This design comes from an exercise in tuning for small area and a short achievable clock period on the open sky130 flow, not from production work.
At most, simulation tests tie the RTL to the original design; equivalence was not proved.
The flow treats the clock pin as an ideal source. Dropping or thinning the clock tree relies on that and would not hold on a real chip.
No activity file was given, so power comes from the tool's default toggle rates.

==> run G <==
// SPI_Wrapper
module SPI_Wrapper (
    input  wire CLK,
    input  wire rst_n,
    input  wire SS_n,
    input  wire MOSI,
    output wire MISO
);
==> module SPI_SLAVE, before the edit <==
module SPI_SLAVE (
    input  wire       CLK,
    input  wire       rst_n,
    input  wire       MOSI,
    input  wire       SS_n,
    input  wire       tx_valid,
    input  wire [2:0] ph,          
    input  wire       tx_bit,      
    output reg  [2:0] tx_pos,
    output reg        MISO,
    output reg  [9:0] rx_data,
    output wire       rx_valid
);
    localparam IDLE      = 3'b000;
    localparam CHK_CMD   = 3'b001;
    localparam WRITE     = 3'b010;
    localparam READ_ADDR = 3'b011;
    localparam READ_DATA = 3'b100;
    reg       read_flag;
    reg [3:0] ser_cnt;
    reg [2:0] CS;
    reg [2:0] NS;
    always @(posedge CLK, negedge rst_n) begin
        if (!rst_n) CS <= IDLE;
        else        CS <= NS;
    end
    always @(*) begin
        case (CS)
        IDLE      : NS = SS_n ? IDLE : CHK_CMD;
        CHK_CMD   : NS = SS_n ? IDLE : (!MOSI ? WRITE : (read_flag ? READ_DATA : READ_ADDR));
        WRITE     : NS = SS_n ? IDLE : WRITE;
        READ_ADDR : NS = SS_n ? IDLE : READ_ADDR;
        READ_DATA : NS = SS_n ? IDLE : READ_DATA;
        default   : NS = IDLE;
        endcase
    end
    always @(posedge CLK, negedge rst_n) begin
        if (!rst_n)                read_flag <= 1'b0;
        else if (CS == READ_ADDR)  read_flag <= 1'b1;
        else if (CS == READ_DATA)  read_flag <= 1'b0;
    end
    wire rx_rec_en = (CS == WRITE) || (CS == READ_ADDR) || (CS == READ_DATA && !tx_valid);
    wire tx_ser_en = (CS == READ_DATA) && tx_valid;
    wire tx_shift  = tx_ser_en && ser_cnt != 4'd8;
    wire cnt_inc   = (rx_rec_en && ser_cnt != 4'd10) || tx_shift;
    wire [3:0] cnt_next = cnt_inc ? ser_cnt + 1'b1 : 4'd0;
    always @(posedge CLK)
        rx_data <= {rx_data[8:0], MOSI};
    always @(posedge CLK, negedge rst_n) begin
        if (!rst_n) begin
            ser_cnt <= 4'b0;
            MISO    <= 1'b0;
        end
        else begin
            ser_cnt <= cnt_next;
            if (tx_shift) MISO <= tx_bit;
        end
    end
    always @(posedge CLK)
        tx_pos <= ph + 3'd1 + ~cnt_next[2:0];
    assign rx_valid = (ser_cnt == 4'd10);
endmodule
==> module RAM, before the edit <==
module RAM (
    input  wire       CLK,
    input  wire       rst_n,
    input  wire [9:0] din,
    input  wire       rx_valid,
    input  wire [2:0] tx_pos,
    output reg  [2:0] ph,
    output reg        tx_valid,
    output wire       tx_bit
);
    integer r, p, j;
    always @(posedge CLK)
        case (ph)
        3'd0: ph <= 3'd1;
        3'd1: ph <= 3'd2;
        3'd2: ph <= 3'd3;
        3'd3: ph <= 3'd4;
        3'd4: ph <= 3'd5;
        3'd5: ph <= 3'd6;
        3'd6: ph <= 3'd7;
        3'd7: ph <= 3'd0;
        default: ph <= 3'd0;
        endcase
    reg [7:0]  address;
    reg [15:0] asel;
    always @(posedge CLK, negedge rst_n) begin
        if (!rst_n) begin
            address  <= 8'b0;
            asel     <= 16'b1;
            tx_valid <= 1'b0;
        end
        else if (rx_valid) begin
            if (!din[8]) begin
                address <= din[7:0];
                asel    <= 16'b1 << din[3:0];
            end
            tx_valid <= din[9] & din[8];
        end
    end
    reg [7:0]  wdata;
    reg [15:0] whi;
    reg [3:0]  wlo;
    reg [2:0]  wcnt;
    reg        wbit;
    wire       wload = rx_valid && din[9:8] == 2'b01;
    always @(posedge CLK) begin
        if (wload) begin
            wdata <= din[7:0];
            whi   <= 16'b1 << address[7:4];
            wlo   <= address[3:0];
            wcnt  <= 3'd0;
        end
        else begin
            if (wcnt == 3'd7) whi <= 16'b0;
            wcnt <= wcnt + 1'b1;
        end
    end
    always @(posedge CLK)
        wbit <= wload ? din[~(ph + 3'd1)] : wdata[~(ph + 3'd1)];
    reg [2047:0] mem;
    always @(posedge CLK)
        for (r = 0; r < 256; r = r + 1) begin
            for (p = 1; p < 8; p = p + 1)
                mem[8*r+p] <= mem[8*r+p-1];
            mem[8*r] <= (whi[r/16] && wlo == r%16) ? wbit : mem[8*r+7];
        end
    reg [15:0] m1;
    reg [3:0]  m2;
    reg        b;
    always @(posedge CLK) begin
        for (r = 0; r < 16; r = r + 1) begin
            b = 1'b0;
            for (j = 0; j < 16; j = j + 1)
                b = b | (asel[j] & mem[8*(16*r + j)]);
            m1[r] <= b;
        end
        for (r = 0; r < 4; r = r + 1)
            m2[r] <= m1[4*r + address[5:4]];
    end
    reg [7:0] S;
    always @(posedge CLK)
        S <= {S[6:3], m2[address[7:6]], S[1:0], S[7]};
    assign tx_bit = S[tx_pos];
endmodule
clock: 4.0 ns
lec_check: 0
cap_margin: 40
core_margin: 2
core_utilization: 40
cts_buf_list: sky130_fd_sc_hd__clkbuf_16
cts_cluster_diameter: 80
cts_cluster_size: 30
setup_slack_margin: 2.3
slew_margin: 40
run.sh (not shown) runs the stock make flow with config.mk's settings and CLKGATE_MAP_FILE= SYNTH_SCRIPT=/design/flow/synth_recipe.tcl, a recipe that flattens the netlist after the stock synthesis.
==> run R: changes against run G <==
--- a/flow/design.v
+++ b/flow/design.v
@@ -10,5 +10,5 @@
     output reg        MISO,
     output reg  [9:0] rx_data,
-    output wire       rx_valid
+    output reg        rx_valid
 );
     localparam IDLE      = 3'b000;
@@ -49,15 +49,16 @@
     always @(posedge CLK, negedge rst_n) begin
         if (!rst_n) begin
-            ser_cnt <= 4'b0;
-            MISO    <= 1'b0;
+            ser_cnt  <= 4'b0;
+            rx_valid <= 1'b0;
+            MISO     <= 1'b0;
         end
         else begin
-            ser_cnt <= cnt_next;
+            ser_cnt  <= cnt_next;
+            rx_valid <= cnt_inc && ser_cnt == 4'd9;
             if (tx_shift) MISO <= tx_bit;
         end
     end
     always @(posedge CLK)
-        tx_pos <= ph + 3'd1 + ~cnt_next[2:0];
-    assign rx_valid = (ser_cnt == 4'd10);
+        tx_pos <= cnt_inc ? tx_pos : ph;
 endmodule
 module RAM (
@@ -102,6 +103,7 @@
     reg [7:0]  wdata;
     reg [15:0] whi;
-    reg [3:0]  wlo;
+    reg [15:0] wlo;
     reg [2:0]  wcnt;
+    reg [2:0]  wpos;
     reg        wbit;
     wire       wload = rx_valid && din[9:8] == 2'b01;
@@ -110,5 +112,5 @@
             wdata <= din[7:0];
             whi   <= 16'b1 << address[7:4];
-            wlo   <= address[3:0];
+            wlo   <= asel;
             wcnt  <= 3'd0;
         end
@@ -118,6 +120,8 @@
         end
     end
-    always @(posedge CLK)
-        wbit <= wload ? din[~(ph + 3'd1)] : wdata[~(ph + 3'd1)];
+    always @(posedge CLK) begin
+        wpos <= ~(ph + 3'd2);
+        wbit <= wload ? din[wpos] : wdata[wpos];
+    end
     reg [2047:0] mem;
     always @(posedge CLK)
@@ -125,5 +129,5 @@
             for (p = 1; p < 8; p = p + 1)
                 mem[8*r+p] <= mem[8*r+p-1];
-            mem[8*r] <= (whi[r/16] && wlo == r%16) ? wbit : mem[8*r+7];
+            mem[8*r] <= (whi[r/16] && wlo[r%16]) ? wbit : mem[8*r+7];
         end
     reg [15:0] m1;
==> flow/flow/run.sh (new file) <==
#!/bin/bash
# The standard layout, with the clock tree built by flow/cts_hook.tcl.
set -euo pipefail
W=$(pwd)
bash standard.sh PRE_CTS_TCL="$W/flow/cts_hook.tcl" finish > "$W/orfs_make.log" 2>&1
==> flow/flow/cts_hook.tcl (new file) <==
# Runs before ORFS's CTS step: builds a two-level clock tree (the clock port
# drives 4 clkbuf_16, each driving a quarter of the leaf buffers, each leaf
# driving a compact cluster of flip-flops), then stands in for
# clock_tree_synthesis so the rest of cts.tcl (legalisation, repair) runs as usual.
source [file join [file dirname [info script]] mytree.tcl]
set ::mytree_leafn 30
set ::mytree_nmid 4
set ::mytree_leaf_cell sky130_fd_sc_hd__clkbuf_16
mytree_build
proc clock_tree_synthesis {args} {
  puts "clock_tree_synthesis: tree built by cts_hook.tcl"
  set_propagated_clock [all_clocks]
}
==> flow/flow/mytree.tcl (new file) <==
# Two-level clock tree: the clock port drives NMID mid buffers, each driving
# leaf buffers; each leaf buffer drives a compact cluster of about LEAFN flops.
proc mytree_build {} {
  set block [ord::get_db_block]
  set db [ord::get_db]
  set lib_master [$db findMaster sky130_fd_sc_hd__clkbuf_16]
  set leaf_master [$db findMaster $::mytree_leaf_cell]
  set clknet [$block findNet CLK]
  set pts {}
  foreach it [$clknet getITerms] {
    set inst [$it getInst]
    set bb [$inst getBBox]
    set x [expr {([$bb xMin] + [$bb xMax]) / 2}]
    set y [expr {([$bb yMin] + [$bb yMax]) / 2}]
    lappend pts [list $x $y $it]
  }
  set n [llength $pts]
  set k [expr {int(ceil(double($n) / $::mytree_leafn))}]
  set bands [expr {max(1, int(round(sqrt($k))))}]
  set pts [lsort -integer -index 1 $pts]
  # split into bands with a whole number of clusters each
  set clusters {}
  set start 0
  for {set b 0} {$b < $bands} {incr b} {
    set kb [expr {($k * ($b + 1)) / $bands - ($k * $b) / $bands}]
    set cnt [expr {(($n * (($k * ($b + 1)) / $bands)) / $k) - $start}]
    if {$b == $bands - 1} { set cnt [expr {$n - $start}] }
    set band [lsort -integer -index 0 [lrange $pts $start [expr {$start + $cnt - 1}]]]
    set start [expr {$start + $cnt}]
    set bn [llength $band]
    set s 0
    for {set c 0} {$c < $kb} {incr c} {
      set e [expr {($bn * ($c + 1)) / $kb}]
      lappend clusters [lrange $band $s [expr {$e - 1}]]
      set s $e
    }
  }
  # leaf buffers
  set leaves {}
  set i 0
  foreach cl $clusters {
    set sx 0; set sy 0
    foreach p $cl { set sx [expr {$sx + [lindex $p 0]}]; set sy [expr {$sy + [lindex $p 1]}] }
    set cx [expr {$sx / [llength $cl]}]; set cy [expr {$sy / [llength $cl]}]
    set inst [odb::dbInst_create $block $leaf_master "ctsleaf_$i"]
    $inst setLocation $cx $cy
    $inst setPlacementStatus PLACED
    set net [odb::dbNet_create $block "clknet_leaf_$i"]
    $net setSigType CLOCK
    [$inst findITerm X] connect $net
    foreach p $cl {
      set it [lindex $p 2]
      $it disconnect
      $it connect $net
    }
    lappend leaves [list $cx $cy $inst]
    incr i
  }
  # mid buffers: split leaves into NMID groups (by x halves then y halves)
  set groups [list $leaves]
  set axis 0
  while {[llength $groups] < $::mytree_nmid} {
    set ng {}
    foreach g $groups {
      set g [lsort -integer -index $axis $g]
      set h [expr {[llength $g] / 2}]
      lappend ng [lrange $g 0 [expr {$h - 1}]] [lrange $g $h end]
    }
    set groups $ng
    set axis [expr {1 - $axis}]
  }
  set j 0
  foreach g $groups {
    set sx 0; set sy 0
    foreach p $g { set sx [expr {$sx + [lindex $p 0]}]; set sy [expr {$sy + [lindex $p 1]}] }
    set cx [expr {$sx / [llength $g]}]; set cy [expr {$sy / [llength $g]}]
    set inst [odb::dbInst_create $block $lib_master "ctsmid_$j"]
    $inst setLocation $cx $cy
    $inst setPlacementStatus PLACED
    set net [odb::dbNet_create $block "clknet_mid_$j"]
    $net setSigType CLOCK
    [$inst findITerm X] connect $net
    foreach p $g { [[lindex $p 2] findITerm A] connect $net }
    [$inst findITerm A] connect $clknet
    incr j
  }
  $clknet setSigType CLOCK
  puts "mytree: $n sinks, [llength $clusters] leaves, $j mids"
}
==> flow/standard.sh (new file) <==
#!/bin/bash
# synth_recipe.tcl (not shown) runs the flow's synth.tcl, then flattens the netlist and writes it again
# the make line also repeats each setting of config.mk as NAME=value (left out here)
make -C /OpenROAD-flow-scripts/flow DESIGN_CONFIG=/design/flow/config.mk WORK_HOME=/design/flow/orfs CLKGATE_MAP_FILE= SYNTH_SCRIPT=/design/flow/synth_recipe.tcl "${@:-finish}"
- ABC_AREA: default -> 1
- CTS_BUF_LIST: sky130_fd_sc_hd__clkbuf_16 -> default
- CTS_CLUSTER_DIAMETER: 80 -> default
- CTS_CLUSTER_SIZE: 30 -> default
removed: flow/run.sh
==> results.txt <==
|  | run R | run G |
|---|---|---|
| Number of cells on the critical path | 1 | 11 |
| Detail Route met2 WL | 37600 um | 44800 um |
| Result of the run | no timing/DRC/antenna violations | no timing/DRC/antenna violations |
| Starting Density | 40.4% | 40.4% |
| Vias per cell | 4.52 | 4.43 |
| Met3 wire len | 4570 um | 3520 um |
| DP Worst Slack | 2.11 ns | 1.46 ns |
| GR Util met3 | 1.40% | 1.94% |
| Register clock-pin slew on the reported worst setup and hold paths | 0.10 ns | 0.11 ns |
| Pint | 25.2 mW | 25.5 mW |
| Power drawn by the sequential cells | 21.7 mW | 21.6 mW |
| Maximum single-stage delay on the critical path | 0.40 ns | 0.41 ns |
| Filler cell count in the final layout | 11000 | 10600 |
| Total area of multi-input combinational cells | 0.00539 mm^2 | 0.00922 mm^2 |
| Final Power | 31.0 mW | 31.6 mW |
| Starting DRC count in detailed routing | 1850 | 1277 |
| Total setup buffers inserted after CTS | 3 | 119 |
| Endpoint of the worst register-to-register path | RAM.m1[7]$_DFF_P_ | SLAVE.tx_pos[2]$_DFF_P_ |
No functional check of the RTL was part of run G. The clock cells of run R come from the design's own scripts or RTL, not from TritonCTS.

[what the ideal ports hide]
The results above use ideal ports. As a check the final layouts listed here were re-extracted and re-timed, cells and wires unchanged. Step 1: set_driving_cell puts a clkbuf_16 on CLK and a buf_2 on each other input, an assumption about the parent block. Step 2 also shifts input and output timing later by t, the mid clock arrival at the registers, as if the neighbouring blocks saw the same clock. a / b / c = no drivers / after step 1 / after step 2; a / b = the first two.
run	t (ns)	setup slack, ns	worst setup path at the end	clock arrival spread, ns
run G	0.736	1.714 / 1.714 / 1.714	register to register	0.042 / 0.042
run R	0.665	2.127 / 1.979 / 2.297	input to register	0.030 / 0.030
After both steps every run listed still meets setup and hold.
